This design comes from an exercise in tuning for small area and a short achievable clock period on the open sky130 flow, not from production work. Only simulation tests tie the RTL to the original design; equivalence was not proved.

File: flow/flow/run.sh
#!/bin/bash
# The standard layout (standard.sh), with these changes in how it is
# made, not in what it is held to:
# - synthesis leaves adders as plain gates for ABC (no full/half-adder cell
#   extraction) and maps the logic with flow/abc_area.script, an
#   area-oriented ABC script; registers are mapped before ABC, so they are as
#   in the standard synthesis; the rest of the flow uses ORFS's own scripts;
# - the ports are buffered with a plain buffer instead of ORFS's default
#   pick, a delay cell (every port still gets its own buffer);
# - ORFS's timing repair aims for 69.9 ns of setup slack at the design's
#   90 ns clock, so that it speeds up the paths that set the achieved period.
set -euo pipefail
export BUFFER_PORTS_ARGS="-buffer_cell sky130_fd_sc_hd__buf_2"
export SETUP_SLACK_MARGIN=69.9
rm -rf synth_scripts
cp -r "$FLOW_HOME/scripts" synth_scripts
cp flow/abc_area.script synth_scripts/abc_area.script
ADDER_MAP_FILE= SCRIPTS_DIR="$PWD/synth_scripts" bash standard.sh synth > synth.log 2>&1
bash standard.sh > standard.log 2>&1
File: flow/standard.sh
#!/bin/bash
# synth_recipe.tcl (not shown) runs the flow's synth.tcl, then flattens the netlist and writes it again
# the make line also repeats each setting of config.mk as NAME=value (left out here)
make -C /OpenROAD-flow-scripts/flow DESIGN_CONFIG=/design/flow/config.mk WORK_HOME=/design/flow/orfs CLKGATE_MAP_FILE= SYNTH_SCRIPT=/design/flow/synth_recipe.tcl "${@:-finish}"
File: flow/design.v
module display_comb(
	input wire [3:0] digit,
	output reg [7:0] segCode
);
always @(*) begin
	case (digit)
		4'h0: segCode = 8'b11000000;
		4'h1: segCode = 8'b11111001;
		4'h2: segCode = 8'b10100100;
		4'h3: segCode = 8'b10110000;
		4'h4: segCode = 8'b10011001;
		4'h5: segCode = 8'b10010010;
		4'h6: segCode = 8'b10000010;
		4'h7: segCode = 8'b11111000;
		4'h8: segCode = 8'b10000000;
		4'h9: segCode = 8'b10010000;
		default: segCode = 8'b11111111;
	endcase
end
endmodule
module scoreConverter(
	input wire [13:0] score,
	output wire [3:0] ones,
	output wire [3:0] tens,
	output wire [3:0] hundreds,
	output wire [3:0] thousands
);
function [3:0] add3;
	input [3:0] d;
	case (d)
		4'd5: add3 = 4'd8;
		4'd6: add3 = 4'd9;
		4'd7: add3 = 4'd10;
		4'd8: add3 = 4'd11;
		4'd9: add3 = 4'd12;
		4'd10: add3 = 4'd13;
		4'd11: add3 = 4'd14;
		4'd12: add3 = 4'd15;
		4'd13: add3 = 4'd0;
		4'd14: add3 = 4'd1;
		4'd15: add3 = 4'd2;
		default: add3 = d;
	endcase
endfunction
reg [17:0] bcd;
integer i;
always @(*) begin
	bcd = 18'd0;
	for (i = 13; i >= 0; i = i - 1) begin
		bcd[3:0] = add3(bcd[3:0]);
		bcd[7:4] = add3(bcd[7:4]);
		bcd[11:8] = add3(bcd[11:8]);
		bcd[15:12] = add3(bcd[15:12]);
		bcd = {bcd[16:0], score[i]};
	end
end
assign ones = bcd[3:0];
assign tens = bcd[7:4];
assign hundreds = bcd[11:8];
reg [3:0] th10;
always @(*) begin
	case (bcd[15:12])
		4'd0: th10 = 4'd10;
		4'd1: th10 = 4'd11;
		4'd2: th10 = 4'd12;
		4'd3: th10 = 4'd13;
		4'd4: th10 = 4'd14;
		4'd5: th10 = 4'd15;
		4'd6: th10 = 4'd0;
		4'd7: th10 = 4'd1;
		4'd8: th10 = 4'd2;
		default: th10 = 4'd3;
	endcase
end
assign thousands = bcd[16] ? th10 : bcd[15:12];
endmodule
module vga640x480(
	input wire clk,
	input wire reset,
	output wire [3:0] pcol,
	output wire [3:0] prow,
	input wire pMouse,
	input wire pCat,
	input wire pGoal,
	input wire GameOver,
	output reg hsync,
	output reg vsync,
	output wire [2:0] red,
	output wire [2:0] green,
	output wire [1:0] blue
);
reg [4:0] hcol;
reg [5:0] hsub;
reg [3:0] vrow;
reg [5:0] vsub;
function [15:0] map_row;
	input [3:0] r;
	case (r)
		4'd0:  map_row = 16'b1111111111111111;
		4'd1:  map_row = 16'b1000000110000011;
		4'd2:  map_row = 16'b1100110000110001;
		4'd3:  map_row = 16'b1001100000011101;
		4'd4:  map_row = 16'b1000001011000001;
		4'd5:  map_row = 16'b1010100000010101;
		4'd6:  map_row = 16'b1000101001010001;
		4'd7:  map_row = 16'b1010100000010101;
		4'd8:  map_row = 16'b1000001101000001;
		4'd9:  map_row = 16'b1011100000011101;
		4'd10: map_row = 16'b1000100000110001;
		4'd11: map_row = 16'b1100000110000011;
		default: map_row = 16'b1111111111111111;
	endcase
endfunction
function [5:0] inc6;
	input [5:0] a;
	inc6 = a ^ {&a[4:0], &a[3:0], &a[2:0], &a[1:0], a[0], 1'b1};
endfunction
wire hsub_end = (hsub == 6'd39);
wire line_end = (hcol == 5'd16) & (hsub == 6'd15);    
wire vsub_end = (vsub == 6'd39);
wire frame_end = (vrow == 4'd13);                       
wire [5:0] nhsub = hsub_end ? 6'd0 : inc6(hsub);
wire [4:0] nhcol = ~hsub_end ? hcol : (hcol == 5'd19) ? 5'd0 : hcol ^ {&hcol[3:0], &hcol[2:0], &hcol[1:0], hcol[0], 1'b1};
wire [5:0] nvsub = ~line_end ? vsub : (frame_end | vsub_end) ? 6'd0 : inc6(vsub);
wire [3:0] nvrow = ~line_end ? vrow : frame_end ? 4'd0 : vsub_end ? vrow ^ {&vrow[2:0], &vrow[1:0], vrow[0], 1'b1} : vrow;
wire nhsync = ~(((nhcol == 5'd16) & (nhsub[5] | nhsub[4])) | (nhcol == 5'd17) |
                ((nhcol == 5'd18) & ~nhsub[5]));
wire nvsync = ~((nvrow == 4'd0) & (nvsub[5:1] == 5'd0));
wire nvsub_ge31 = nvsub[5] | (&nvsub[4:0]);
wire nvact = ~((nvrow == 4'd0) & ~nvsub_ge31) & ~((nvrow == 4'd12) & nvsub_ge31) & (nvrow != 4'd13);
wire nhact = ~nhcol[4];
wire [3:0] ncol = nhcol[3:0];
assign pcol = ncol;
assign prow = nvrow;
wire [15:0] nmrow = map_row(nvrow);
wire nwallpix = nmrow[ncol];
reg r, g, b;
always @(*) begin
	r = 1'b0;
	g = 1'b0;
	b = 1'b0;
	if (nvact & nhact) begin
		if (pMouse) begin
			g = 1'b1;
		end else if (pCat) begin
			r = 1'b1;
		end else if (pGoal) begin
			r = 1'b1;
			g = 1'b1;
		end else if (!nwallpix) begin
			r = 1'b1;
			g = ~GameOver;
			b = ~GameOver;
		end else begin
			b = 1'b1;
		end
	end
end
reg red1, green1, blue1;
always @(posedge clk or posedge reset) begin
	if (reset) begin
		hcol <= 5'd16;
		hsub <= 6'd16;
		vrow <= 4'd0;
		vsub <= 6'd0;
		hsync <= 1'b0;
		vsync <= 1'b0;
		red1 <= 1'b0;
		green1 <= 1'b0;
		blue1 <= 1'b0;
	end else begin
		hcol <= nhcol;
		hsub <= nhsub;
		vrow <= nvrow;
		vsub <= nvsub;
		hsync <= nhsync;
		vsync <= nvsync;
		red1 <= r;
		green1 <= g;
		blue1 <= b;
	end
end
assign red = {3{red1}};
assign green = {3{green1}};
assign blue = {2{blue1}};
endmodule
module step_slots(
	input wire clk,
	input wire reset,
	input wire [5:0] cc,
	output wire mslot,
	output wire cslot,
	output reg [3:0] r15,
	output reg [3:0] r12,
	output wire rwall
);
reg [6:0] b2;
reg [1:0] d3_0;
reg [1:0] d3_1;
reg [1:0] d3_2;
reg [1:0] d3_3;
reg [2:0] d5_0;
reg [2:0] d5_1;
reg [2:0] d5_2;
reg [2:0] d7_0;
reg [2:0] d7_1;
reg [3:0] d11_0;
reg [3:0] d11_1;
reg [3:0] q13;
wire q13_fb = ~(q13[3] ^ q13[2]) ^ (q13 == 4'd2);
reg [4:0] q17;
wire q17_fb = ~(q17[4] ^ q17[0]) ^ (q17 == 5'd7);
reg [4:0] q19;
wire q19_fb = ~(q19[4] ^ q19[1]) ^ (q19 == 5'd9);
reg [4:0] q23;
wire q23_fb = ~(q23[4] ^ q23[2]) ^ (q23 == 5'd12);
reg [4:0] q29;
wire q29_fb = ~(q29[4] ^ q29[2]) ^ (q29 == 5'd5);
reg [4:0] q31;
wire q31_fb = ~(q31[4] ^ q31[2]);
reg [5:0] q37;
wire q37_fb = ~(q37[5] ^ q37[4]) ^ (q37 == 6'd16);
reg [5:0] q41;
wire q41_fb = ~(q41[5] ^ q41[4]) ^ (q41 == 6'd58);
reg [5:0] q43;
wire q43_fb = ~(q43[5] ^ q43[0]) ^ (q43 == 6'd29);
reg [5:0] q47;
wire q47_fb = ~(q47[5] ^ q47[4]) ^ (q47 == 6'd6);
reg [5:0] q53;
wire q53_fb = ~(q53[5] ^ q53[0]) ^ (q53 == 6'd23);
reg [5:0] q59;
wire q59_fb = ~(q59[5] ^ q59[0]) ^ (q59 == 6'd36);
reg [5:0] q61;
wire q61_fb = ~(q61[5] ^ q61[0]) ^ (q61 == 6'd10);
reg [6:0] q67;
wire q67_fb = ~(q67[6] ^ q67[5]) ^ (q67 == 7'd123);
reg [6:0] q71;
wire q71_fb = ~(q71[6] ^ q71[4]) ^ (q71 == 7'd71);
reg [6:0] q73;
wire q73_fb = ~(q73[6] ^ q73[1]) ^ (q73 == 7'd23);
reg [6:0] q79;
wire q79_fb = ~(q79[6] ^ q79[3]) ^ (q79 == 7'd58);
reg [6:0] q83;
wire q83_fb = ~(q83[6] ^ q83[3]) ^ (q83 == 7'd38);
reg [6:0] q89;
wire q89_fb = ~(q89[6] ^ q89[5]) ^ (q89 == 7'd89);
reg [6:0] q97;
wire q97_fb = ~(q97[6] ^ q97[3]) ^ (q97 == 7'd126);
reg [6:0] q101;
wire q101_fb = ~(q101[6] ^ q101[2]) ^ (q101 == 7'd96);
reg [6:0] q103;
wire q103_fb = ~(q103[6] ^ q103[0]) ^ (q103 == 7'd59);
reg [6:0] q107;
wire q107_fb = ~(q107[6] ^ q107[0]) ^ (q107 == 7'd99);
reg [6:0] q109;
wire q109_fb = ~(q109[6] ^ q109[2]) ^ (q109 == 7'd105);
reg [6:0] q113;
wire q113_fb = ~(q113[6] ^ q113[0]) ^ (q113 == 7'd60);
reg [6:0] q127;
wire q127_fb = ~(q127[6] ^ q127[2]);
function [1:0] next3;
	input [1:0] d;
	case (d)
		2'd0: next3 = 2'd1;
		2'd1: next3 = 2'd2;
		2'd2: next3 = 2'd0;
		default: next3 = 2'd0;
	endcase
endfunction
function [2:0] next5;
	input [2:0] d;
	case (d)
		3'd0: next5 = 3'd1;
		3'd1: next5 = 3'd2;
		3'd2: next5 = 3'd3;
		3'd3: next5 = 3'd4;
		3'd4: next5 = 3'd0;
		default: next5 = 3'd0;
	endcase
endfunction
function [2:0] next7;
	input [2:0] d;
	case (d)
		3'd0: next7 = 3'd1;
		3'd1: next7 = 3'd2;
		3'd2: next7 = 3'd3;
		3'd3: next7 = 3'd4;
		3'd4: next7 = 3'd5;
		3'd5: next7 = 3'd6;
		3'd6: next7 = 3'd0;
		default: next7 = 3'd0;
	endcase
endfunction
function [3:0] next11;
	input [3:0] d;
	case (d)
		4'd0: next11 = 4'd1;
		4'd1: next11 = 4'd2;
		4'd2: next11 = 4'd3;
		4'd3: next11 = 4'd4;
		4'd4: next11 = 4'd5;
		4'd5: next11 = 4'd6;
		4'd6: next11 = 4'd7;
		4'd7: next11 = 4'd8;
		4'd8: next11 = 4'd9;
		4'd9: next11 = 4'd10;
		4'd10: next11 = 4'd0;
		default: next11 = 4'd0;
	endcase
endfunction
wire wrap = (b2 == 7'd127) & (d3_0 == 2'd1) & (d3_1 == 2'd2) & (d3_2 == 2'd1) & (d3_3 == 2'd0) & (d5_0 == 3'd1) & (d5_1 == 3'd3) & (d5_2 == 3'd3) & (d7_0 == 3'd0) & (d7_1 == 3'd4) & (d11_0 == 4'd7) & (d11_1 == 4'd10) & (q13 == 4'd1);
always @(posedge clk or posedge reset) begin
	if (reset) begin
		b2 <= 7'd0;
		d3_0 <= 2'd0;
		d3_1 <= 2'd0;
		d3_2 <= 2'd0;
		d3_3 <= 2'd0;
		d5_0 <= 3'd0;
		d5_1 <= 3'd0;
		d5_2 <= 3'd0;
		d7_0 <= 3'd0;
		d7_1 <= 3'd0;
		d11_0 <= 4'd0;
		d11_1 <= 4'd0;
		q13 <= 4'd2;
		q17 <= 5'd0;
		q19 <= 5'd9;
		q23 <= 5'd12;
		q29 <= 5'd5;
		q31 <= 5'd0;
		q37 <= 6'd16;
		q41 <= 6'd58;
		q43 <= 6'd8;
		q47 <= 6'd22;
		q53 <= 6'd23;
		q59 <= 6'd36;
		q61 <= 6'd33;
		q67 <= 7'd0;
		q71 <= 7'd71;
		q73 <= 7'd23;
		q79 <= 7'd58;
		q83 <= 7'd38;
		q89 <= 7'd0;
		q97 <= 7'd0;
		q101 <= 7'd49;
		q103 <= 7'd59;
		q107 <= 7'd99;
		q109 <= 7'd105;
		q113 <= 7'd60;
		q127 <= 7'd16;
	end else begin
		b2 <= b2 ^ {&b2[5:0], &b2[4:0], &b2[3:0], &b2[2:0], &b2[1:0], b2[0], 1'b1};
		d3_0 <= next3(d3_0) ^ ({2{wrap}} & 2'd2);
		d3_1 <= (((d3_0 == 2'd2)) ? next3(d3_1) : d3_1) ^ ({2{wrap}} & 2'd2);
		d3_2 <= (((d3_0 == 2'd2) & (d3_1 == 2'd2)) ? next3(d3_2) : d3_2) ^ ({2{wrap}} & 2'd1);
		d3_3 <= (((d3_0 == 2'd2) & (d3_1 == 2'd2) & (d3_2 == 2'd2)) ? next3(d3_3) : d3_3);
		d5_0 <= next5(d5_0) ^ ({3{wrap}} & 3'd2);
		d5_1 <= (((d5_0 == 3'd4)) ? next5(d5_1) : d5_1) ^ ({3{wrap}} & 3'd3);
		d5_2 <= (((d5_0 == 3'd4) & (d5_1 == 3'd4)) ? next5(d5_2) : d5_2) ^ ({3{wrap}} & 3'd3);
		d7_0 <= next7(d7_0) ^ ({3{wrap}} & 3'd1);
		d7_1 <= (((d7_0 == 3'd6)) ? next7(d7_1) : d7_1) ^ ({3{wrap}} & 3'd4);
		d11_0 <= next11(d11_0) ^ ({4{wrap}} & 4'd8);
		d11_1 <= (((d11_0 == 4'd10)) ? next11(d11_1) : d11_1) ^ ({4{wrap}} & 4'd10);
		q13 <= {q13[2:0], q13_fb} ^ ({4{wrap}} & 4'd1);
		q17 <= {q17[3:0], q17_fb} ^ ({5{wrap}} & 5'd2);
		q19 <= {q19[3:0], q19_fb} ^ ({5{wrap}} & 5'd28);
		q23 <= {q23[3:0], q23_fb} ^ ({5{wrap}} & 5'd21);
		q29 <= {q29[3:0], q29_fb} ^ ({5{wrap}} & 5'd10);
		q31 <= {q31[3:0], q31_fb} ^ ({5{wrap}} & 5'd4);
		q37 <= {q37[4:0], q37_fb} ^ ({6{wrap}} & 6'd38);
		q41 <= {q41[4:0], q41_fb} ^ ({6{wrap}} & 6'd21);
		q43 <= {q43[4:0], q43_fb} ^ ({6{wrap}} & 6'd2);
		q47 <= {q47[4:0], q47_fb} ^ ({6{wrap}} & 6'd8);
		q53 <= {q53[4:0], q53_fb} ^ ({6{wrap}} & 6'd1);
		q59 <= {q59[4:0], q59_fb} ^ ({6{wrap}} & 6'd20);
		q61 <= {q61[4:0], q61_fb} ^ ({6{wrap}} & 6'd2);
		q67 <= {q67[5:0], q67_fb} ^ ({7{wrap}} & 7'd64);
		q71 <= {q71[5:0], q71_fb} ^ ({7{wrap}} & 7'd10);
		q73 <= {q73[5:0], q73_fb} ^ ({7{wrap}} & 7'd36);
		q79 <= {q79[5:0], q79_fb} ^ ({7{wrap}} & 7'd3);
		q83 <= {q83[5:0], q83_fb} ^ ({7{wrap}} & 7'd68);
		q89 <= {q89[5:0], q89_fb} ^ ({7{wrap}} & 7'd1);
		q97 <= {q97[5:0], q97_fb} ^ ({7{wrap}} & 7'd80);
		q101 <= {q101[5:0], q101_fb} ^ ({7{wrap}} & 7'd8);
		q103 <= {q103[5:0], q103_fb} ^ ({7{wrap}} & 7'd8);
		q107 <= {q107[5:0], q107_fb} ^ ({7{wrap}} & 7'd5);
		q109 <= {q109[5:0], q109_fb} ^ ({7{wrap}} & 7'd20);
		q113 <= {q113[5:0], q113_fb} ^ ({7{wrap}} & 7'd8);
		q127 <= {q127[5:0], q127_fb} ^ ({7{wrap}} & 7'd4);
	end
end
assign mslot = (~((cc == 6'd1) | (cc == 6'd3) | (cc == 6'd5) | (cc == 6'd7) | (cc == 6'd9) | (cc == 6'd11) | (cc == 6'd13) | (cc == 6'd15) | (cc == 6'd17) | (cc == 6'd19) | (cc == 6'd21) | (cc == 6'd23) | (cc == 6'd25) | (cc == 6'd27) | (cc == 6'd29) | (cc == 6'd31) | (cc == 6'd33) | (cc == 6'd35) | (cc == 6'd37) | (cc == 6'd39) | (cc == 6'd41) | (cc == 6'd43) | (cc == 6'd45) | (cc == 6'd47) | (cc == 6'd49) | (cc == 6'd51) | (cc == 6'd53) | (cc == 6'd55) | (cc == 6'd57) | (cc == 6'd59) | (cc == 6'd61) | (cc == 6'd63)) | (b2[0:0] == 1'd0)) &
	(~((cc == 6'd3) | (cc == 6'd7) | (cc == 6'd11) | (cc == 6'd15) | (cc == 6'd19) | (cc == 6'd23) | (cc == 6'd27) | (cc == 6'd31) | (cc == 6'd35) | (cc == 6'd39) | (cc == 6'd43) | (cc == 6'd47) | (cc == 6'd51) | (cc == 6'd55) | (cc == 6'd59) | (cc == 6'd63)) | (b2[1:0] == 2'd0)) &
	(~((cc == 6'd7) | (cc == 6'd15) | (cc == 6'd23) | (cc == 6'd31) | (cc == 6'd39) | (cc == 6'd47) | (cc == 6'd55) | (cc == 6'd63)) | (b2[2:0] == 3'd0)) &
	(~((cc == 6'd15) | (cc == 6'd31) | (cc == 6'd47) | (cc == 6'd63)) | (b2[3:0] == 4'd0)) &
	(~((cc == 6'd31) | (cc == 6'd63)) | (b2[4:0] == 5'd0)) &
	(~((cc == 6'd63)) | (b2[5:0] == 6'd0)) &
	(~((cc == 6'd63)) | (b2[6:0] == 7'd0)) &
	(~((cc == 6'd1) | (cc == 6'd4) | (cc == 6'd7) | (cc == 6'd10) | (cc == 6'd13) | (cc == 6'd16) | (cc == 6'd19) | (cc == 6'd22) | (cc == 6'd25) | (cc == 6'd28) | (cc == 6'd31) | (cc == 6'd34) | (cc == 6'd37) | (cc == 6'd40) | (cc == 6'd43) | (cc == 6'd46) | (cc == 6'd49) | (cc == 6'd52) | (cc == 6'd55) | (cc == 6'd58) | (cc == 6'd61)) | ((d3_0 == 2'd0))) &
	(~((cc == 6'd7) | (cc == 6'd16) | (cc == 6'd25) | (cc == 6'd34) | (cc == 6'd43) | (cc == 6'd52) | (cc == 6'd61)) | ((d3_0 == 2'd0) & (d3_1 == 2'd0))) &
	(~((cc == 6'd16) | (cc == 6'd43)) | ((d3_0 == 2'd0) & (d3_1 == 2'd0) & (d3_2 == 2'd0))) &
	(~((cc == 6'd16)) | ((d3_0 == 2'd0) & (d3_1 == 2'd0) & (d3_2 == 2'd0) & (d3_3 == 2'd0))) &
	(~((cc == 6'd0) | (cc == 6'd5) | (cc == 6'd10) | (cc == 6'd15) | (cc == 6'd20) | (cc == 6'd25) | (cc == 6'd30) | (cc == 6'd35) | (cc == 6'd40) | (cc == 6'd45) | (cc == 6'd50) | (cc == 6'd55) | (cc == 6'd60)) | ((d5_0 == 3'd0))) &
	(~((cc == 6'd10) | (cc == 6'd35) | (cc == 6'd60)) | ((d5_0 == 3'd0) & (d5_1 == 3'd0))) &
	(~((cc == 6'd60)) | ((d5_0 == 3'd0) & (d5_1 == 3'd0) & (d5_2 == 3'd0))) &
	(~((cc == 6'd5) | (cc == 6'd12) | (cc == 6'd19) | (cc == 6'd26) | (cc == 6'd33) | (cc == 6'd40) | (cc == 6'd47) | (cc == 6'd54) | (cc == 6'd61)) | ((d7_0 == 3'd0))) &
	(~((cc == 6'd33)) | ((d7_0 == 3'd0) & (d7_1 == 3'd0))) &
	(~((cc == 6'd1) | (cc == 6'd12) | (cc == 6'd23) | (cc == 6'd34) | (cc == 6'd45) | (cc == 6'd56)) | ((d11_0 == 4'd0))) &
	(~((cc == 6'd56)) | ((d11_0 == 4'd0) & (d11_1 == 4'd0))) &
	(~((cc == 6'd0) | (cc == 6'd13) | (cc == 6'd26) | (cc == 6'd39) | (cc == 6'd52)) | (q13 == 4'd2)) &
	(~((cc == 6'd3) | (cc == 6'd20) | (cc == 6'd37) | (cc == 6'd54)) | (q17 == 5'd0)) &
	(~((cc == 6'd11) | (cc == 6'd30) | (cc == 6'd49)) | (q19 == 5'd9)) &
	(~((cc == 6'd4) | (cc == 6'd27) | (cc == 6'd50)) | (q23 == 5'd12)) &
	(~((cc == 6'd22) | (cc == 6'd51)) | (q29 == 5'd5)) &
	(~((cc == 6'd28) | (cc == 6'd59)) | (q31 == 5'd0)) &
	(~((cc == 6'd9) | (cc == 6'd46)) | (q37 == 6'd16)) &
	(~((cc == 6'd17) | (cc == 6'd58)) | (q41 == 6'd58)) &
	(~((cc == 6'd21)) | (q43 == 6'd8)) &
	(~((cc == 6'd29)) | (q47 == 6'd22)) &
	(~((cc == 6'd41)) | (q53 == 6'd23)) &
	(~((cc == 6'd53)) | (q59 == 6'd36)) &
	(~((cc == 6'd57)) | (q61 == 6'd33)) &
	(~((cc == 6'd2)) | (q67 == 7'd0)) &
	(~((cc == 6'd6)) | (q71 == 7'd71)) &
	(~((cc == 6'd8)) | (q73 == 7'd23)) &
	(~((cc == 6'd14)) | (q79 == 7'd58)) &
	(~((cc == 6'd18)) | (q83 == 7'd38)) &
	(~((cc == 6'd24)) | (q89 == 7'd0)) &
	(~((cc == 6'd32)) | (q97 == 7'd0)) &
	(~((cc == 6'd36)) | (q101 == 7'd49)) &
	(~((cc == 6'd38)) | (q103 == 7'd59)) &
	(~((cc == 6'd42)) | (q107 == 7'd99)) &
	(~((cc == 6'd44)) | (q109 == 7'd105)) &
	(~((cc == 6'd48)) | (q113 == 7'd60)) &
	(~((cc == 6'd62)) | (q127 == 7'd16));
assign cslot = (~((cc == 6'd1) | (cc == 6'd3) | (cc == 6'd5) | (cc == 6'd7) | (cc == 6'd9) | (cc == 6'd11) | (cc == 6'd13) | (cc == 6'd15) | (cc == 6'd17) | (cc == 6'd19) | (cc == 6'd21) | (cc == 6'd23) | (cc == 6'd25) | (cc == 6'd27) | (cc == 6'd29) | (cc == 6'd31) | (cc == 6'd33) | (cc == 6'd35) | (cc == 6'd37) | (cc == 6'd39) | (cc == 6'd41) | (cc == 6'd43) | (cc == 6'd45) | (cc == 6'd47) | (cc == 6'd49) | (cc == 6'd51) | (cc == 6'd53) | (cc == 6'd55) | (cc == 6'd57) | (cc == 6'd59) | (cc == 6'd61) | (cc == 6'd63)) | (b2[0:0] == 1'd0)) &
	(~((cc == 6'd1) | (cc == 6'd5) | (cc == 6'd9) | (cc == 6'd13) | (cc == 6'd17) | (cc == 6'd21) | (cc == 6'd25) | (cc == 6'd29) | (cc == 6'd33) | (cc == 6'd37) | (cc == 6'd41) | (cc == 6'd45) | (cc == 6'd49) | (cc == 6'd53) | (cc == 6'd57) | (cc == 6'd61)) | (b2[1:0] == 2'd0)) &
	(~((cc == 6'd1) | (cc == 6'd9) | (cc == 6'd17) | (cc == 6'd25) | (cc == 6'd33) | (cc == 6'd41) | (cc == 6'd49) | (cc == 6'd57)) | (b2[2:0] == 3'd0)) &
	(~((cc == 6'd1) | (cc == 6'd17) | (cc == 6'd33) | (cc == 6'd49)) | (b2[3:0] == 4'd0)) &
	(~((cc == 6'd1) | (cc == 6'd33)) | (b2[4:0] == 5'd0)) &
	(~((cc == 6'd1)) | (b2[5:0] == 6'd0)) &
	(~((cc == 6'd2) | (cc == 6'd5) | (cc == 6'd8) | (cc == 6'd11) | (cc == 6'd14) | (cc == 6'd17) | (cc == 6'd20) | (cc == 6'd23) | (cc == 6'd26) | (cc == 6'd29) | (cc == 6'd32) | (cc == 6'd35) | (cc == 6'd38) | (cc == 6'd41) | (cc == 6'd44) | (cc == 6'd47) | (cc == 6'd50) | (cc == 6'd53) | (cc == 6'd56) | (cc == 6'd59) | (cc == 6'd62)) | ((d3_0 == 2'd0))) &
	(~((cc == 6'd2) | (cc == 6'd11) | (cc == 6'd20) | (cc == 6'd29) | (cc == 6'd38) | (cc == 6'd47) | (cc == 6'd56)) | ((d3_0 == 2'd0) & (d3_1 == 2'd0))) &
	(~((cc == 6'd11) | (cc == 6'd38)) | ((d3_0 == 2'd0) & (d3_1 == 2'd0) & (d3_2 == 2'd0))) &
	(~((cc == 6'd0) | (cc == 6'd5) | (cc == 6'd10) | (cc == 6'd15) | (cc == 6'd20) | (cc == 6'd25) | (cc == 6'd30) | (cc == 6'd35) | (cc == 6'd40) | (cc == 6'd45) | (cc == 6'd50) | (cc == 6'd55) | (cc == 6'd60)) | ((d5_0 == 3'd0))) &
	(~((cc == 6'd15) | (cc == 6'd40)) | ((d5_0 == 3'd0) & (d5_1 == 3'd0))) &
	(~((cc == 6'd2) | (cc == 6'd9) | (cc == 6'd16) | (cc == 6'd23) | (cc == 6'd30) | (cc == 6'd37) | (cc == 6'd44) | (cc == 6'd51) | (cc == 6'd58)) | ((d7_0 == 3'd0))) &
	(~((cc == 6'd16)) | ((d7_0 == 3'd0) & (d7_1 == 3'd0))) &
	(~((cc == 6'd10) | (cc == 6'd21) | (cc == 6'd32) | (cc == 6'd43) | (cc == 6'd54)) | ((d11_0 == 4'd0))) &
	(~((cc == 6'd0) | (cc == 6'd13) | (cc == 6'd26) | (cc == 6'd39) | (cc == 6'd52)) | (q13 == 4'd2)) &
	(~((cc == 6'd14) | (cc == 6'd31) | (cc == 6'd48)) | (q17 == 5'd0)) &
	(~((cc == 6'd8) | (cc == 6'd27) | (cc == 6'd46)) | (q19 == 5'd9)) &
	(~((cc == 6'd19) | (cc == 6'd42)) | (q23 == 5'd12)) &
	(~((cc == 6'd7) | (cc == 6'd36)) | (q29 == 5'd5)) &
	(~((cc == 6'd3) | (cc == 6'd34)) | (q31 == 5'd0)) &
	(~((cc == 6'd28)) | (q37 == 6'd16)) &
	(~((cc == 6'd24)) | (q41 == 6'd58)) &
	(~((cc == 6'd22)) | (q43 == 6'd8)) &
	(~((cc == 6'd18)) | (q47 == 6'd22)) &
	(~((cc == 6'd12)) | (q53 == 6'd23)) &
	(~((cc == 6'd6)) | (q59 == 6'd36)) &
	(~((cc == 6'd4)) | (q61 == 6'd33));
always @(*) begin
	case ({d3_0, d5_0})
		{2'd0, 3'd0}: r15 = 4'd0;
		{2'd0, 3'd1}: r15 = 4'd6;
		{2'd0, 3'd2}: r15 = 4'd12;
		{2'd0, 3'd3}: r15 = 4'd3;
		{2'd0, 3'd4}: r15 = 4'd9;
		{2'd1, 3'd0}: r15 = 4'd10;
		{2'd1, 3'd1}: r15 = 4'd1;
		{2'd1, 3'd2}: r15 = 4'd7;
		{2'd1, 3'd3}: r15 = 4'd13;
		{2'd1, 3'd4}: r15 = 4'd4;
		{2'd2, 3'd0}: r15 = 4'd5;
		{2'd2, 3'd1}: r15 = 4'd11;
		{2'd2, 3'd2}: r15 = 4'd2;
		{2'd2, 3'd3}: r15 = 4'd8;
		{2'd2, 3'd4}: r15 = 4'd14;
		default: r15 = 4'd0;
	endcase
	case ({d3_0, b2[1:0]})
		{2'd0, 2'd0}: r12 = 4'd0;
		{2'd0, 2'd1}: r12 = 4'd9;
		{2'd0, 2'd2}: r12 = 4'd6;
		{2'd0, 2'd3}: r12 = 4'd3;
		{2'd1, 2'd0}: r12 = 4'd4;
		{2'd1, 2'd1}: r12 = 4'd1;
		{2'd1, 2'd2}: r12 = 4'd10;
		{2'd1, 2'd3}: r12 = 4'd7;
		{2'd2, 2'd0}: r12 = 4'd8;
		{2'd2, 2'd1}: r12 = 4'd5;
		{2'd2, 2'd2}: r12 = 4'd2;
		{2'd2, 2'd3}: r12 = 4'd11;
		default: r12 = 4'd0;
	endcase
end
wallr rwalls(.d3(d3_0), .d5(d5_0), .b4(b2[1:0]), .w(rwall));
endmodule
module walls4(
	input wire [3:0] x,
	input wire [3:0] y,
	output wire wU,
	output wire wR,
	output wire wD,
	output wire wL
);
assign wU = ~((x[0] & ~x[1] & ~x[3] & y[2]) | (~x[0] & x[3] & y[0] & y[2]) | (~x[0] & x[1] & x[3] & ~y[0]) | (x[0] & ~x[3] & ~y[1] & y[3]) | (~x[1] & x[3] & y[0] & y[1] & ~y[2]) | (x[1] & ~x[3] & y[0] & y[1] & ~y[2]) | (x[0] & ~x[3] & y[1] & y[2]) | (~x[0] & x[1] & x[3] & y[3]) | (~x[1] & ~x[2] & y[1] & y[3]) | (~x[0] & x[2] & ~y[0] & y[1] & ~y[3]) | (~x[1] & ~x[2] & ~y[0] & y[2]) | (x[1] & x[2] & y[1] & y[3]) | (x[1] & ~x[2] & ~y[0] & ~y[2] & ~y[3]) | (x[0] & x[3] & ~y[0] & ~y[2] & ~y[3]) | (~x[2] & ~x[3] & y[0] & y[1]) | (~x[2] & ~x[3] & y[0] & y[2]) | (x[0] & x[2] & ~y[0] & ~y[1] & ~y[3]) | (~x[0] & x[2] & x[3] & ~y[1] & y[3]));
assign wR = ~((~x[0] & ~x[1] & ~y[2]) | (x[0] & x[2] & ~x[3] & y[0]) | (x[0] & x[3] & ~y[1]) | (~x[0] & ~x[3] & ~y[0]) | (~x[1] & ~x[2] & x[3] & y[0]) | (~x[1] & ~x[2] & ~x[3] & ~y[0]) | (~x[2] & y[0] & y[1] & y[3]) | (x[1] & ~x[2] & ~y[0] & ~y[1]) | (x[1] & x[2] & ~x[3] & y[1] & ~y[3]) | (~x[2] & ~y[1] & ~y[2] & ~y[3]) | (~x[1] & x[2] & x[3] & ~y[0] & y[2]) | (x[0] & x[3] & ~y[0] & y[3]) | (~x[0] & ~x[3] & y[2]) | (x[0] & x[1] & x[2] & y[1]) | (~x[0] & ~x[3] & ~y[1] & y[3]) | (x[0] & x[2] & y[0] & ~y[3]));
assign wD = (y[0] & y[1] & y[3]) | (x[0] & x[3] & y[2]) | (~x[0] & ~x[3] & y[2]) | (x[1] & x[3] & ~y[1] & ~y[2] & ~y[3]) | (~x[1] & x[2] & ~x[3] & y[0] & ~y[1] & ~y[2]) | (x[0] & x[3] & ~y[0] & ~y[1]) | (~x[0] & ~x[3] & ~y[0] & ~y[1]) | (x[1] & ~x[2] & ~y[0] & ~y[2] & ~y[3]) | (x[1] & ~x[3] & y[0] & y[1] & ~y[2]) | (~x[1] & ~x[3] & y[1] & y[3]) | (x[0] & x[1] & x[2] & y[1] & y[3]) | (~x[0] & ~x[1] & x[2] & ~y[1] & y[3]) | (x[1] & x[2] & x[3] & y[1] & y[3]) | (~x[0] & ~x[1] & ~x[2] & y[1] & y[3]) | (x[0] & ~x[2] & x[3] & y[0] & y[1]) | (x[1] & ~x[2] & ~x[3] & ~y[1] & y[3]) | (~x[1] & ~x[2] & x[3] & y[0] & y[1] & y[2]) | (~x[0] & x[2] & x[3] & ~y[0] & ~y[2] & ~y[3]);
assign wL = ~((x[1] & ~x[2] & ~x[3] & ~y[0]) | (~x[0] & ~x[2] & x[3] & y[0]) | (x[1] & x[2] & ~x[3] & y[0]) | (x[0] & x[3] & ~y[0]) | (~x[1] & x[2] & ~y[0] & ~y[1]) | (x[2] & ~y[1] & ~y[2] & ~y[3]) | (x[0] & x[1] & ~x[2] & ~y[2]) | (x[2] & y[0] & y[1] & y[3]) | (x[1] & x[2] & x[3] & ~y[0]) | (~x[1] & ~x[2] & x[3] & y[1] & ~y[3]) | (x[0] & x[1] & y[1] & ~y[2]) | (x[1] & x[3] & y[1] & ~y[2]) | (x[0] & x[3] & y[2]) | (~x[1] & x[3] & ~y[1] & y[3]) | (~x[0] & ~x[1] & ~x[2] & y[3]));
endmodule
module wallr(
	input wire [1:0] d3,
	input wire [2:0] d5,
	input wire [1:0] b4,
	output wire w
);
assign w = (~d3[0] & ~d3[1] & ~d5[1] & ~b4[0]) | (~d3[1] & ~d5[0] & d5[1] & ~b4[1]) | (d5[0] & d5[1] & b4[0] & b4[1]) | (d3[1] & ~d5[1] & ~b4[0] & b4[1]) | (~d3[0] & ~d3[1] & ~d5[0] & ~d5[2] & b4[0]) | (d3[0] & d5[2] & b4[1]) | (~d3[0] & ~d3[1] & d5[1] & ~b4[1]) | (d3[1] & d5[2] & b4[1]) | (~d5[0] & d5[1] & b4[0] & ~b4[1]) | (d3[0] & d5[0] & ~d5[1] & b4[0] & ~b4[1]) | (d3[1] & d5[0] & d5[1] & ~b4[0] & ~b4[1]) | (d3[1] & d5[0] & ~d5[1] & b4[0] & ~b4[1]);
endmodule
module Location(
	input wire rightBtn,
	input wire leftBtn,
	input wire upBtn,
	input wire downBtn,
	input wire crightBtn,
	input wire cleftBtn,
	input wire cupBtn,
	input wire cdownBtn,
	input wire clock,
	input wire reset,
	output wire [3:0] CatX,
	output wire [3:0] CatY,
	output wire [3:0] MouseX,
	output wire [3:0] MouseY,
	output wire [3:0] GoalX,
	output wire [3:0] GoalY,
	output wire [13:0] Score,
	output wire GameOver,
	input wire [3:0] pcol,
	input wire [3:0] prow,
	output wire pMouse,
	output wire pCat,
	output wire pGoal,
	output wire nGameOver
);
reg [3:0] mx, my, cx, cy, gx, gy;
reg [13:0] sc;
reg go;
reg [5:0] cc;
wire mslot, cslot;
wire [3:0] r15, r12;
wire rwall;
step_slots steps(
	.clk(clock),
	.reset(reset),
	.cc(cc),
	.mslot(mslot),
	.cslot(cslot),
	.r15(r15),
	.r12(r12),
	.rwall(rwall)
);
function [3:0] inc4;
	input [3:0] a;
	inc4 = a ^ {&a[2:0], &a[1:0], a[0], 1'b1};
endfunction
function [3:0] dec4;
	input [3:0] a;
	dec4 = a ^ {~|a[2:0], ~|a[1:0], ~a[0], 1'b1};
endfunction
function [13:0] add14;
	input [13:0] a;
	input [13:0] b;
	integer i;
	reg c;
	begin
		c = 1'b0;
		for (i = 0; i < 14; i = i + 1) begin
			add14[i] = a[i] ^ b[i] ^ c;
			c = (a[i] & b[i]) | (c & (a[i] ^ b[i]));
		end
	end
endfunction
function [13:0] dec14;
	input [13:0] a;
	integer i;
	reg b;
	begin
		b = 1'b1;
		for (i = 0; i < 14; i = i + 1) begin
			dec14[i] = a[i] ^ b;
			b = b & ~a[i];
		end
	end
endfunction
function [13:0] bonus;
	input [3:0] x;
	input [3:0] y;
	bonus = add14(add14(14'd50, {10'd0, x}), {10'd0, y});
endfunction
wire mact = mslot & ~go;
wire [3:0] myU = dec4(my), myD = inc4(my), mxR = inc4(mx), mxL = dec4(mx);
wire mwU, mwR, mwD, mwL;
walls4 mwalls(.x(mx), .y(my), .wU(mwU), .wR(mwR), .wD(mwD), .wL(mwL));
wire mokU = ~mwU, mokR = ~mwR, mokD = ~mwD, mokL = ~mwL;
wire mbtn = upBtn | rightBtn | downBtn | leftBtn;
wire mgoU = mact & upBtn & mokU;
wire mgoR = mact & ~upBtn & rightBtn & mokR;
wire mgoD = mact & ~upBtn & ~rightBtn & downBtn & mokD;
wire mgoL = mact & ~upBtn & ~rightBtn & ~downBtn & leftBtn & mokL;
wire mstx = ~(mgoR | mgoL);
wire msty = ~(mgoU | mgoD);
wire [3:0] mxn = mgoR ? mxR : (mgoL ? mxL : mx);
wire [3:0] myn = mgoU ? myU : (mgoD ? myD : my);
wire cact = cslot & ~go;
wire [3:0] cyU = dec4(cy), cyD = inc4(cy), cxR = inc4(cx), cxL = dec4(cx);
wire cwU, cwR, cwD, cwL;
walls4 cwalls(.x(cx), .y(cy), .wU(cwU), .wR(cwR), .wD(cwD), .wL(cwL));
wire cokU = ~cwU, cokR = ~cwR, cokD = ~cwD, cokL = ~cwL;
wire cgoU = cact & cupBtn & cokU;
wire cgoR = cact & ~cupBtn & crightBtn & cokR;
wire cgoD = cact & ~cupBtn & ~crightBtn & cdownBtn & cokD;
wire cgoL = cact & ~cupBtn & ~crightBtn & ~cdownBtn & cleftBtn & cokL;
wire cstx = ~(cgoR | cgoL);
wire csty = ~(cgoU | cgoD);
wire [3:0] cxn = cgoR ? cxR : (cgoL ? cxL : cx);
wire [3:0] cyn = cgoU ? cyU : (cgoD ? cyD : cy);
function [4:0] diff;
	input [3:0] a;
	input [3:0] b;
	integer i;
	reg c;
	begin
		c = 1'b1;
		for (i = 0; i < 4; i = i + 1) begin
			diff[i] = a[i] ^ ~b[i] ^ c;
			c = (a[i] & ~b[i]) | (c & (a[i] ^ ~b[i]));
		end
		diff[4] = ~c;
	end
endfunction
wire [4:0] dmcx = diff(mx, cx), dmcy = diff(my, cy);
wire eqx = (((mstx & cstx) | (mgoR & cgoR) | (mgoL & cgoL)) & (dmcx == 5'd0)) |
           (((mstx & cgoR) | (mgoL & cstx)) & (dmcx == 5'd1)) |
           (((mstx & cgoL) | (mgoR & cstx)) & (dmcx == 5'd31)) |
           (mgoL & cgoR & (dmcx == 5'd2)) | (mgoR & cgoL & (dmcx == 5'd30));
wire eqy = (((msty & csty) | (mgoD & cgoD) | (mgoU & cgoU)) & (dmcy == 5'd0)) |
           (((msty & cgoD) | (mgoU & csty)) & (dmcy == 5'd1)) |
           (((msty & cgoU) | (mgoD & csty)) & (dmcy == 5'd31)) |
           (mgoU & cgoD & (dmcy == 5'd2)) | (mgoD & cgoU & (dmcy == 5'd30));
wire caught = cact & eqx & eqy;
wire [4:0] dcgx = diff(cx, gx), dcgy = diff(cy, gy);
wire cg0x = (dcgx == 5'd0), cgpx = (dcgx == 5'd1), cgmx = (dcgx == 5'd31);
wire cg0y = (dcgy == 5'd0), cgpy = (dcgy == 5'd1), cgmy = (dcgy == 5'd31);
wire nearx = (cstx & (cg0x | cgpx | cgmx)) | (cgoR & (cg0x | cgmx | (dcgx == 5'd30))) |
             (cgoL & (cg0x | cgpx | (dcgx == 5'd2)));
wire neary = (csty & (cg0y | cgpy | cgmy)) | (cgoD & (cg0y | cgmy | (dcgy == 5'd30))) |
             (cgoU & (cg0y | cgpy | (dcgy == 5'd2)));
wire near = nearx & neary;
wire [4:0] dmgx = diff(mx, gx), dmgy = diff(my, gy), dmrx = diff(mx, r15), dmry = diff(my, r12);
wire eatgx = (mstx & (dmgx == 5'd0)) | (mgoR & (dmgx == 5'd31)) | (mgoL & (dmgx == 5'd1));
wire eatgy = (msty & (dmgy == 5'd0)) | (mgoD & (dmgy == 5'd31)) | (mgoU & (dmgy == 5'd1));
wire eatrx = (mstx & (dmrx == 5'd0)) | (mgoR & (dmrx == 5'd31)) | (mgoL & (dmrx == 5'd1));
wire eatry = (msty & (dmry == 5'd0)) | (mgoD & (dmry == 5'd31)) | (mgoU & (dmry == 5'd1));
wire eatg = eatgx & eatgy, eatr = eatrx & eatry;
wire eat = near ? eatr : eatg;
wire dec = mact & (|sc) & (mbtn | (sc == 14'd1));
wire [13:0] scm1 = dec14(sc);
wire [13:0] addg = add14(sc, bonus(gx, gy));
wire [13:0] addr = add14(sc, bonus(r15, r12));
wire [13:0] addg1 = dec14(addg);
wire [13:0] addr1 = dec14(addr);
wire [13:0] scd = dec ? scm1 : sc;
wire [13:0] sc2 = near ? (eatr ? (dec ? addr1 : addr) : scd) : (eatg ? (dec ? addg1 : addg) : scd);
reg gw;
wire gwall = gw;
wire gmove = near | eatg | gwall;
always @(posedge clock or posedge reset) begin
	if (reset) begin
		mx <= 4'd5;
		my <= 4'd3;
		cx <= 4'd9;
		cy <= 4'd11;
		gx <= 4'd14;
		gy <= 4'd10;
		sc <= 14'd0;
		go <= 1'b0;
		gw <= 1'b0;
		cc <= 6'd0;
	end else begin
		mx <= mxn;
		my <= myn;
		cx <= cxn;
		cy <= cyn;
		if (gmove) begin
			gx <= r15;
			gw <= rwall;
			gy <= r12;
		end
		sc <= sc2;
		go <= go | caught;
		if (eat) cc <= cc ^ {&cc[4:0], &cc[3:0], &cc[2:0], &cc[1:0], cc[0], 1'b1};
	end
end
assign CatX = cx;
assign CatY = cy;
assign MouseX = mx;
assign MouseY = my;
assign GoalX = gx;
assign GoalY = gy;
assign Score = sc;
assign GameOver = go;
wire [4:0] dpmx = diff(pcol, mx), dpmy = diff(prow, my), dpcx = diff(pcol, cx), dpcy = diff(prow, cy);
assign pMouse = ((mstx & (dpmx == 5'd0)) | (mgoR & (dpmx == 5'd1)) | (mgoL & (dpmx == 5'd31))) &
                ((msty & (dpmy == 5'd0)) | (mgoD & (dpmy == 5'd1)) | (mgoU & (dpmy == 5'd31)));
assign pCat = ((cstx & (dpcx == 5'd0)) | (cgoR & (dpcx == 5'd1)) | (cgoL & (dpcx == 5'd31))) &
              ((csty & (dpcy == 5'd0)) | (cgoD & (dpcy == 5'd1)) | (cgoU & (dpcy == 5'd31)));
assign pGoal = gmove ? ((pcol == r15) & (prow == r12)) : ((pcol == gx) & (prow == gy));
assign nGameOver = go | caught;
endmodule
module top_fsm(
	input clk,
	input reset,
	input rightBtn,
	input leftBtn,
	input upBtn,
	input downBtn,
	input crightBtn,
	input cleftBtn,
	input cupBtn,
	input cdownBtn,
	output reg [7:0] segCode,
	output wire [3:0] an,
	output wire [2:0] red,
	output wire [2:0] green,
	output wire [1:0] blue,
	output wire hsync,
	output wire vsync,
	output wire [3:0] catX,
	output wire [3:0] catY,
	output wire [3:0] mouseX,
	output wire [3:0] mouseY,
	output wire [3:0] goalX,
	output wire [3:0] goalY,
	output wire [13:0] score,
	output wire gameOver
);
wire [3:0] pcol, prow;
wire pMouse, pCat, pGoal, nGameOver;
Location locate(
	.rightBtn(rightBtn),
	.leftBtn(leftBtn),
	.upBtn(upBtn),
	.downBtn(downBtn),
	.crightBtn(crightBtn),
	.cleftBtn(cleftBtn),
	.cupBtn(cupBtn),
	.cdownBtn(cdownBtn),
	.clock(clk),
	.reset(reset),
	.CatX(catX),
	.CatY(catY),
	.MouseX(mouseX),
	.MouseY(mouseY),
	.GoalX(goalX),
	.GoalY(goalY),
	.Score(score),
	.GameOver(gameOver),
	.pcol(pcol),
	.prow(prow),
	.pMouse(pMouse),
	.pCat(pCat),
	.pGoal(pGoal),
	.nGameOver(nGameOver)
);
wire [3:0] ones, tens, hundreds, thousands;
scoreConverter converter(
	.score(score),
	.ones(ones),
	.tens(tens),
	.hundreds(hundreds),
	.thousands(thousands)
);
vga640x480 drawScreen(
	.clk(clk),
	.reset(reset),
	.pcol(pcol),
	.prow(prow),
	.pMouse(pMouse),
	.pCat(pCat),
	.pGoal(pGoal),
	.GameOver(nGameOver),
	.hsync(hsync),
	.vsync(vsync),
	.red(red),
	.green(green),
	.blue(blue)
);
reg [1:0] count;
always @(posedge clk or posedge reset) begin
	if (reset)
		count <= 2'b00;
	else
		count <= {count[1] ^ count[0], ~count[0]};
end
reg [3:0] digit;
always @(*) begin
	case (count)
		2'd0: digit = ones;
		2'd1: digit = tens;
		2'd2: digit = hundreds;
		default: digit = thousands;
	endcase
end
wire [7:0] seg;
display_comb decode(
	.digit(digit),
	.segCode(seg)
);
reg [1:0] shown;
always @(posedge clk) begin
	segCode <= seg;
	shown <= count;
end
assign an = (shown == 2'd0) ? 4'b1110 :
            (shown == 2'd1) ? 4'b1101 :
            (shown == 2'd2) ? 4'b1011 : 4'b0111;
endmodule
File: flow/flow/abc_area.script
strash
dc2
strash
dch -f
amap
mfs2 -W 4 -M 5000
strash
dch -f
amap
topo
stime -c
File: flow/config.mk
export PLATFORM = sky130hd
export DESIGN_NAME = top_fsm
export DESIGN_NICKNAME = top_fsm
export VERILOG_FILES = /design/flow/design.v
export SDC_FILE = /design/flow/constraint.sdc
export NUM_CORES = 4
export LEC_CHECK = 0
export ABC_AREA = 1
export CAP_MARGIN = 20
export CORE_MARGIN = 2
export CORE_UTILIZATION = 65
export CTS_CLUSTER_DIAMETER = 80
export CTS_CLUSTER_SIZE = 25
export SLEW_MARGIN = 20
File: flow/constraint.sdc
create_clock -name core_clock -period 90.0 [get_ports {clk}]
set_input_delay 18.0000 -clock core_clock [delete_from_list [all_inputs] [get_ports {clk}]]
set_output_delay 18.0000 -clock core_clock [all_outputs]
set_load 0.01 [all_outputs]
==> impl_metrics.env, run 1 <==
export IMPL_required_ns=90.43
export IMPL_syn_inst=2282
export IMPL_fin_setup_tns_ns=0
export IMPL_ctsRootBufferMaster="sky130_fd_sc_hd__clkbuf_16"
export IMPL_r2r_start="locate.sc[13]"
export IMPL_clock_sink_count=283
export IMPL_grt_overflow=0
export IMPL_layout_nets=2429
export IMPL_cap_violations=0
export IMPL_synthesis_yosys_warnings=6
export IMPL_synth_edf_count=0
export IMPL_r2r_slack_ns=79.90
export IMPL_setup_viol=0
export IMPL_final_area_um2=19300
export IMPL_pins_over_their_slew_limit=0
export IMPL_pin_count=71
export IMPL_place_gp_congestion=1.01
export IMPL_chain_of_cells_forming_the_critical_path="buf_6 > or3_4 > nor3_4 > buf_6 > nor2_4 > a32oi_1 > nand4b_1 > o41ai_2 > o211ai_1 > nand2_2 > nor2_4 > buf_12 > o22ai_4 > or2_1 > a211oi_2"
export IMPL_sequential_element_share_of_the_synthesized_area_pct=41.9
export IMPL_grt_pass1_vias=17200
export IMPL_grt_first_pass_wirelength_um=85500
export IMPL_residual_drc_count=0
export IMPL_timing_worst_slew_pin_value_ns=1.08
export IMPL_async_flop_share_pct=96.8
export IMPL_drive_above_1_share_pct=12.6
export IMPL_cts_hold_repair_buffers=0
export IMPL_initial_utilization_pct=65.8
export IMPL_r2r_worst_path_cells=52
export IMPL_layout_worst_path_cycle_share_pct=22.5
export IMPL_placement_cell_area_um2=18100
export IMPL_post_dp_hpwl_um=37900
export IMPL_final_fill_count=1888
export IMPL_crit_reg2reg_capture="segCode[3]"
export IMPL_finalWirelength_um=53700
export IMPL_final_hold_violation_count=0
export IMPL_cts_htree_levels=1
export IMPL_syn_avg_cell_area_um2=7.47
export IMPL_clockBufferDepth=3
export IMPL_timing_critical_path_slowest_cell_delay_ns=0.41
export IMPL_post_synth_num_cell_types=57
export IMPL_cts_tree="built"
export IMPL_dpl_worst_slack_ns=69.01
export IMPL_signed_area_change_from_the_synthesized_netlist_to_the_final_layout_pct=13.0
export IMPL_total_global_routing_track_utilization_pct=37.3
export IMPL_fp_row_count=59
export IMPL_cp_max_fo=5
export IMPL_routed_wire_length_per_instance_um=19.4
export IMPL_num_vias=18400
export IMPL_core_um2=25900
export IMPL_result_of_the_run="timing/DRC/antenna clean"
export IMPL_yosys_register_bits=283
export IMPL_postSynthNetCount=2292
export IMPL_critical_path_n_buffers_inverters=3
export IMPL_critPathKind="input port to flip-flop"
export IMPL_fp_dieW_um=166
export IMPL_port_buffer_count=69
export IMPL_initial_antenna_violation_count=0
export IMPL_hp_class="flip-flop to flip-flop"
export IMPL_max_freq_mhz=49.5
export IMPL_mostFrequentLayoutCells="492 x sky130_fd_sc_hd__nor2_1, 239 x sky130_fd_sc_hd__clkinv_1, 214 x sky130_fd_sc_hd__nand2_1, 213 x sky130_fd_sc_hd__o21ai_0, 198 x sky130_fd_sc_hd__dfrtp_1"
export IMPL_fp_dieH_um=166
export IMPL_cpLargestDelayFamily="simple AND/OR/NAND/NOR gates"
export IMPL_diodes=0
export IMPL_drt_pass1_iter_count=8
export IMPL_finalCriticalPeriod_ns=20.22
export IMPL_floorplan_die_area_um2=27500
export IMPL_drt_antenna_violating_nets=0
export IMPL_synthFlopType="sky130_fd_sc_hd__dfrtp_1"
export IMPL_grt_start_max_net_pins=196
export IMPL_syn_area_um2=17000
export IMPL_slew_limit_headroom_pct=27.7
export IMPL_tritoncts_buffers=18
export IMPL_rsz0062_at_grt="true"
export IMPL_leading_cell_type_in_the_layout_fill_and_taps_excluded="sky130_fd_sc_hd__nor2_1"
export IMPL_avgViaCountPerCell=6.67
export IMPL_critical_path_startpoint_type="input port"
export IMPL_worst_setup_hold_path_clk_slew_ns=0.09
export IMPL_min_path_cells=0
export IMPL_finClkSkew_ns=0.0233
export IMPL_fin_worst_hold_slack_ns=0.366
export IMPL_end_kind="flip-flop"
export IMPL_worst_path_max_delay_cell="sky130_fd_sc_hd__or3_4"
export IMPL_hold_path_startpoint="locate.steps.q47[1]"
export IMPL_worstHoldEndpoint="locate.steps.q47[2]"
export IMPL_worstSkewPairLatency_ns=0.52
export IMPL_worstPathArrival_ns=20.65
export IMPL_final_setup_worst_slack_ns=69.78
export IMPL_drt_initial_drc_count=2452
==> layer usage <==
layer	vias up	GRT usage, %	wire length, um
met3	234	6.39	5540
met2	1148	61.1	24700
li1	8510	-	-
met1	8535	50.7	21400
met5	-	0.870	32
met4	2	12.6	2070
==> how the worst max path moves through the flow <==
| stage | start | end | slack (ns) | cells after the start |
|---|---|---|---|---|
| global placement | rightBtn | drawScreen.green1 | 69.18 | 16 |
| floorplan | rightBtn | locate.cc[5] | 69.67 | 15 |
| global route | rightBtn | drawScreen.red1 | 69.69 | 16 |
| CTS | upBtn | locate.sc[0] | 69.90 | 12 |
| finish | rightBtn | drawScreen.blue1 | 69.78 | 15 |
| detailed placement | cdownBtn | drawScreen.blue1 | 69.01 | 15 |
==> cells in the mapped netlist, types with 27 or more instances <==
cell | instances | area share, %
sky130_fd_sc_hd__a21oi_1 | 151 | 4.4
sky130_fd_sc_hd__a22oi_1 | 30 | 1.3
sky130_fd_sc_hd__clkinv_1 | 251 | 5.5
sky130_fd_sc_hd__dfrtp_1 | 198 | 29
sky130_fd_sc_hd__dfstp_2 | 76 | 12
sky130_fd_sc_hd__nand2_1 | 223 | 4.9
sky130_fd_sc_hd__nand3_1 | 38 | 1.1
sky130_fd_sc_hd__nand4_1 | 32 | 1.2
sky130_fd_sc_hd__nor2_1 | 507 | 11
sky130_fd_sc_hd__nor3_1 | 108 | 3.2
sky130_fd_sc_hd__nor4_1 | 42 | 1.5
sky130_fd_sc_hd__o21a_1 | 27 | 1.2
sky130_fd_sc_hd__o21ai_0 | 214 | 6.3
sky130_fd_sc_hd__o22ai_1 | 85 | 3.1
==> kinds of logic after synthesis <==
group | after synthesis | share of synthesized area (%)
simple gates | 1042 | 26.7
compound gates | 694 | 25.4
flops | 283 | 41.9
buf+inv | 260 | 5.93
xor+xnor | 2 | 0.103
other cells | 1 | 0.0220
==> repair_timing <==
action	in CTS	in global routing
pin swaps	10	28
setup endpoints to repair	21	22
setup buffers	13	31
cloned	0	0
resized for setup	14	39
==> sequential cells by signal, summed over array words and instances, names as in the netlist, 7 cells and up <==
signal	flops
locate.sc	14
locate.steps.b2	7
locate.steps.q101	7
locate.steps.q103	7
locate.steps.q107	7
locate.steps.q109	7
locate.steps.q113	7
locate.steps.q127	7
locate.steps.q67	7
locate.steps.q71	7
locate.steps.q73	7
locate.steps.q79	7
locate.steps.q83	7
locate.steps.q89	7
locate.steps.q97	7
segCode	7
==> metrics by stage <==
stage          std cells  utilization (%)
2_1_floorplan       2282                -
3_3_place_gp        2689             69.7
3_5_place_dp        2689             69.7
4_1_cts             2732             72.6
5_1_grt             2764             74.3
6_report            2764             74.3
==> worst reg2reg max path, delay by kind of cell, from the launching register on <==
kind                   cells  cell delay [ns]
AO/OA/AOI/OAI             22             5.02
buffers and inverters     11             1.76
AND/OR/NAND/NOR           19             2.77
flip-flops                 1             0.48
==> cell type report <==
class                           count  area [um^2]  share of cell area [%]
Inverter                          251          978                    5.08
Clock inverter                      7          105                   0.546
Sequential cell                   283         7130                    37.0
Tap cell                          335          419                    2.18
Timing Repair Buffer              126          838                    4.35
Clock buffer                       23          490                    2.55
Multi-Input combinational cell   1739         9300                    48.3
==> run 2, diff against run 1 <==
--- a/flow/config.mk
+++ b/flow/config.mk
@@ -8,7 +8,7 @@
 export ABC_AREA = 1
 export CAP_MARGIN = 20
 export CORE_MARGIN = 2
-export CORE_UTILIZATION = 65
+export CORE_UTILIZATION = 72
 export CTS_CLUSTER_DIAMETER = 80
 export CTS_CLUSTER_SIZE = 25
 export SLEW_MARGIN = 20
==> run 2 against run 1 <==
Effect of this change: final area down 0.23%; clock skew down 0.0068 ns; critical path type unchanged; wire length up 3.7%; sequential share of layout area up 0.084 points; setup slack better by 0.013 ns; cell count down 0.65%; sequential cell count unchanged.
==> impl_metrics.env, run 2 <==
export IMPL_result_of_the_run="timing/DRC/antenna clean"
export IMPL_r2r_worst_path_cells=50
export IMPL_synth_top_family_by_area="simple AND/OR/NAND/NOR gates"
export IMPL_fp_dieH_um=158
export IMPL_setup_viol=0
export IMPL_finalNonFillerCells=2746
export IMPL_synth_simple_gate_area_share_pct=26.7
export IMPL_cap_violations=0
export IMPL_core_um2=23300
export IMPL_critical_path_startpoint_type="input port"
export IMPL_pins_over_their_slew_limit=0
export IMPL_layout_nets=2424
export IMPL_synthMostInstantiatedCell="sky130_fd_sc_hd__nor2_1"
export IMPL_grt_pass1_vias=17700
export IMPL_synthFlopType="sky130_fd_sc_hd__dfrtp_1"
export IMPL_drive_above_1_share_pct=12.3
export IMPL_pin_count=71
export IMPL_sequential_element_share_of_the_synthesized_area_pct=41.9
export IMPL_total_global_routing_track_utilization_pct=43.1
export IMPL_grt_first_pass_wirelength_um=86700
export IMPL_ctsRootBufferMaster="sky130_fd_sc_hd__clkbuf_16"
export IMPL_placedCellCount=2674
export IMPL_cts_htree_levels=1
export IMPL_initial_antenna_violation_count=1
export IMPL_finalCriticalPeriod_ns=20.21
export IMPL_hp_class="flip-flop to flip-flop"
export IMPL_fp_row_count=56
export IMPL_yosys_register_bits=283
export IMPL_synth_top_cell_area_share_pct=29.1
export IMPL_residual_drc_count=0
export IMPL_r2r_start="locate.sc[13]"
export IMPL_clock_sink_count=283
export IMPL_final_hold_violation_count=0
export IMPL_synth_compound_gate_area_share_pct=25.4
export IMPL_syn_inst=2282
export IMPL_largest_register_ff_count=14
export IMPL_end_kind="flip-flop"
export IMPL_synthesis_yosys_warnings=6
export IMPL_drt_initial_drc_count=3278
export IMPL_syn_avg_cell_area_um2=7.47
export IMPL_cts_tree="built"
export IMPL_mostFrequentLayoutCells="491 x sky130_fd_sc_hd__nor2_1, 239 x sky130_fd_sc_hd__clkinv_1, 217 x sky130_fd_sc_hd__nand2_1, 213 x sky130_fd_sc_hd__o21ai_0, 198 x sky130_fd_sc_hd__dfrtp_1"
export IMPL_required_ns=90.44
export IMPL_avgViaCountPerCell=7.03
export IMPL_cp_max_fo=7
export IMPL_finClkSkew_ns=0.0165
export IMPL_post_dp_hpwl_um=37500
export IMPL_setup_worst_path_start="upBtn"
export IMPL_timing_worst_slew_pin_value_ns=1.12
export IMPL_synth_edf_count=0
export IMPL_place_gp_congestion=1.04
export IMPL_port_buffer_count=69
export IMPL_post_synth_num_cell_types=57
export IMPL_critPathKind="input port to flip-flop"
export IMPL_drt_antenna_violating_nets=0
export IMPL_post_synth_most_frequent_cells="507 x sky130_fd_sc_hd__nor2_1, 251 x sky130_fd_sc_hd__clkinv_1, 223 x sky130_fd_sc_hd__nand2_1"
export IMPL_grt_start_max_net_pins=189
export IMPL_synthTopCellsByArea="sky130_fd_sc_hd__dfrtp_1 29%, sky130_fd_sc_hd__dfstp_2 12%, sky130_fd_sc_hd__nor2_1 11%"
export IMPL_leading_cell_type_in_the_layout_fill_and_taps_excluded="sky130_fd_sc_hd__nor2_1"
export IMPL_finalWirelength_um=55700
export IMPL_floorplan_die_area_um2=24900
export IMPL_postSynthNetCount=2292
export IMPL_slew_limit_headroom_pct=25.1
export IMPL_fin_setup_tns_ns=0
export IMPL_initial_utilization_pct=73.0
export IMPL_routed_wire_length_per_instance_um=20.3
export IMPL_clockBufferDepth=3
export IMPL_worstSkewPairLatency_ns=0.53
export IMPL_top_register="locate.sc"
export IMPL_synth_xor_xnor_area_share_pct=0.103
export IMPL_worst_setup_hold_path_clk_slew_ns=0.10
export IMPL_grt_overflow=0
export IMPL_crit_reg2reg_capture="segCode[5]"
export IMPL_fp_dieW_um=158
export IMPL_tritoncts_buffers=18
export IMPL_netlist_top_cell_by_area="sky130_fd_sc_hd__dfrtp_1"
export IMPL_mux_cell_area_share_after_synthesis_pct=0
export IMPL_max_freq_mhz=49.5
export IMPL_syn_area_um2=17000
export IMPL_synth_adder_area_share_pct=0
export IMPL_num_vias=19300
export IMPL_rsz0062_at_grt="true"
export IMPL_crit_path_end="drawScreen.blue1"
export IMPL_layout_worst_path_cycle_share_pct=22.5
export IMPL_signed_area_change_from_the_synthesized_netlist_to_the_final_layout_pct=12.8
export IMPL_drt_pass1_iter_count=9
export IMPL_r2r_slack_ns=79.53
export IMPL_async_flop_share_pct=96.8
export IMPL_worstPathArrival_ns=20.65
run 2: cells by family after synthesis:
kind of cell	Yosys count
AOI/OAI and AO/OA	694
xor gates and xnor gates	2
buffers and inverters	260
DFF	283
other	1
and+or+nand+nor	1042
run 2: worst min path at each step:
stage                          from                   end  slack, ns  depth (start not counted)
4_1_cts         locate.steps.q53[1]   locate.steps.q53[2]       0.37                          0
2_1_floorplan   locate.steps.q61[2]   locate.steps.q61[3]       0.35                          0
3_5_place_dp    locate.steps.q53[1]   locate.steps.q53[2]       0.36                          0
3_3_place_gp   locate.steps.q109[5]  locate.steps.q109[6]       0.35                          0
5_1_grt        locate.steps.q103[3]  locate.steps.q103[4]       0.37                          0
6_report       locate.steps.q103[3]  locate.steps.q103[4]       0.37                          0
run 2: layout make-up:
| class | instances | area [um^2] |
|---|---|---|
| clock buffer | 24 | 504 |
| fill | 1448 | 4110 |
| multi-input combinational | 1739 | 9310 |
| inverter | 251 | 976 |
| timing repair buffer | 121 | 787 |
| antenna | 1 | 2.50 |
| sequential | 283 | 7130 |
| tap | 319 | 399 |
| clock inverter | 8 | 115 |
run 2: repair_timing:
item / 4_1_cts / 5_1_grt
gates resized for setup: 6 / 53
hold buffers: 0 / 0
pin swaps: 9 / 33
endpoints found under the setup margin: 19 / 31
setup buffers: 12 / 27
run 2: layer usage:
metal | GRT usage, % | vias to the layer above | wire length, um
li1 | - | 8470 | -
met1 | 55.9 | 8765 | 20300
met2 | 69.3 | 1623 | 25100
met3 | 9.28 | 455 | 6830
met4 | 20.3 | 0 | 3500
met5 | 0.828 | - | 0
run 2: critical path, cell delays in order:
cell and delay [ns]:
sky130_fd_sc_hd__buf_8 0.10, sky130_fd_sc_hd__or3_4 0.40, sky130_fd_sc_hd__nor3_4 0.31, sky130_fd_sc_hd__clkinv_2 0.16, sky130_fd_sc_hd__nor2_1 0.12, sky130_fd_sc_hd__a32oi_1 0.06, sky130_fd_sc_hd__nand4b_1 0.20, sky130_fd_sc_hd__o41ai_2 0.08
sky130_fd_sc_hd__o211ai_1 0.25, sky130_fd_sc_hd__buf_4 0.23, sky130_fd_sc_hd__nand2_4 0.07, sky130_fd_sc_hd__nor2_4 0.06, sky130_fd_sc_hd__clkinv_4 0.08, sky130_fd_sc_hd__o22ai_4 0.08, sky130_fd_sc_hd__or2_1 0.27, sky130_fd_sc_hd__a211oi_1 0.17
run 2: stage by stage:
| step | hold slack, ns | area (um^2) | utilization [%] | worst slack, ns |
|---|---|---|---|---|
| after floorplan | 0.347 | 17300 | - | 69.67 |
| after global placement | 0.355 | 18100 | 77.4 | 69.17 |
| after detailed placement | 0.357 | 18100 | 77.4 | 69.06 |
| after CTS | 0.370 | 18800 | 80.5 | 69.86 |
| after global routing | 0.367 | 19200 | 82.4 | 69.74 |
| final | 0.365 | 19200 | 82.4 | 69.79 |

static timing again, ports no longer ideal:
The results above use ideal ports. As a check the final layouts listed here were re-extracted and re-timed, cells and wires unchanged. Step 1 (the two cells are an assumption about what drives the block):
set clk [get_ports {clk}]
set_driving_cell -lib_cell sky130_fd_sc_hd__clkbuf_16 $clk
set_driving_cell -lib_cell sky130_fd_sc_hd__buf_2 [delete_from_list [all_inputs] $clk]
Step 2 adds t to the input delays and takes it off the output delays; t is the mean of the earliest and latest rising clock arrival at the registers after step 1. Input paths then give back, and output paths get back, about the clock's delay inside the block. Three values: no drivers, after step 1, after step 2; two values: the first two.
| run | t (ns) | slack for setup (ns) | slew at the worst register clock pin (ns) | worst slew at a driven data input, ns |
|---|---|---|---|---|
| run 1 | 0.562 | 69.780 / 69.792 / 69.230 | 0.10 / 0.10 | 0.05 |
| run 2 | 0.573 | 69.793 / 69.801 / 69.228 | 0.10 / 0.10 | 0.06 |
After both steps every run listed still meets setup and hold. The setup slack of run 2, which loses most, moves by +0.008 ns with the drivers and by -0.565 ns with both steps.
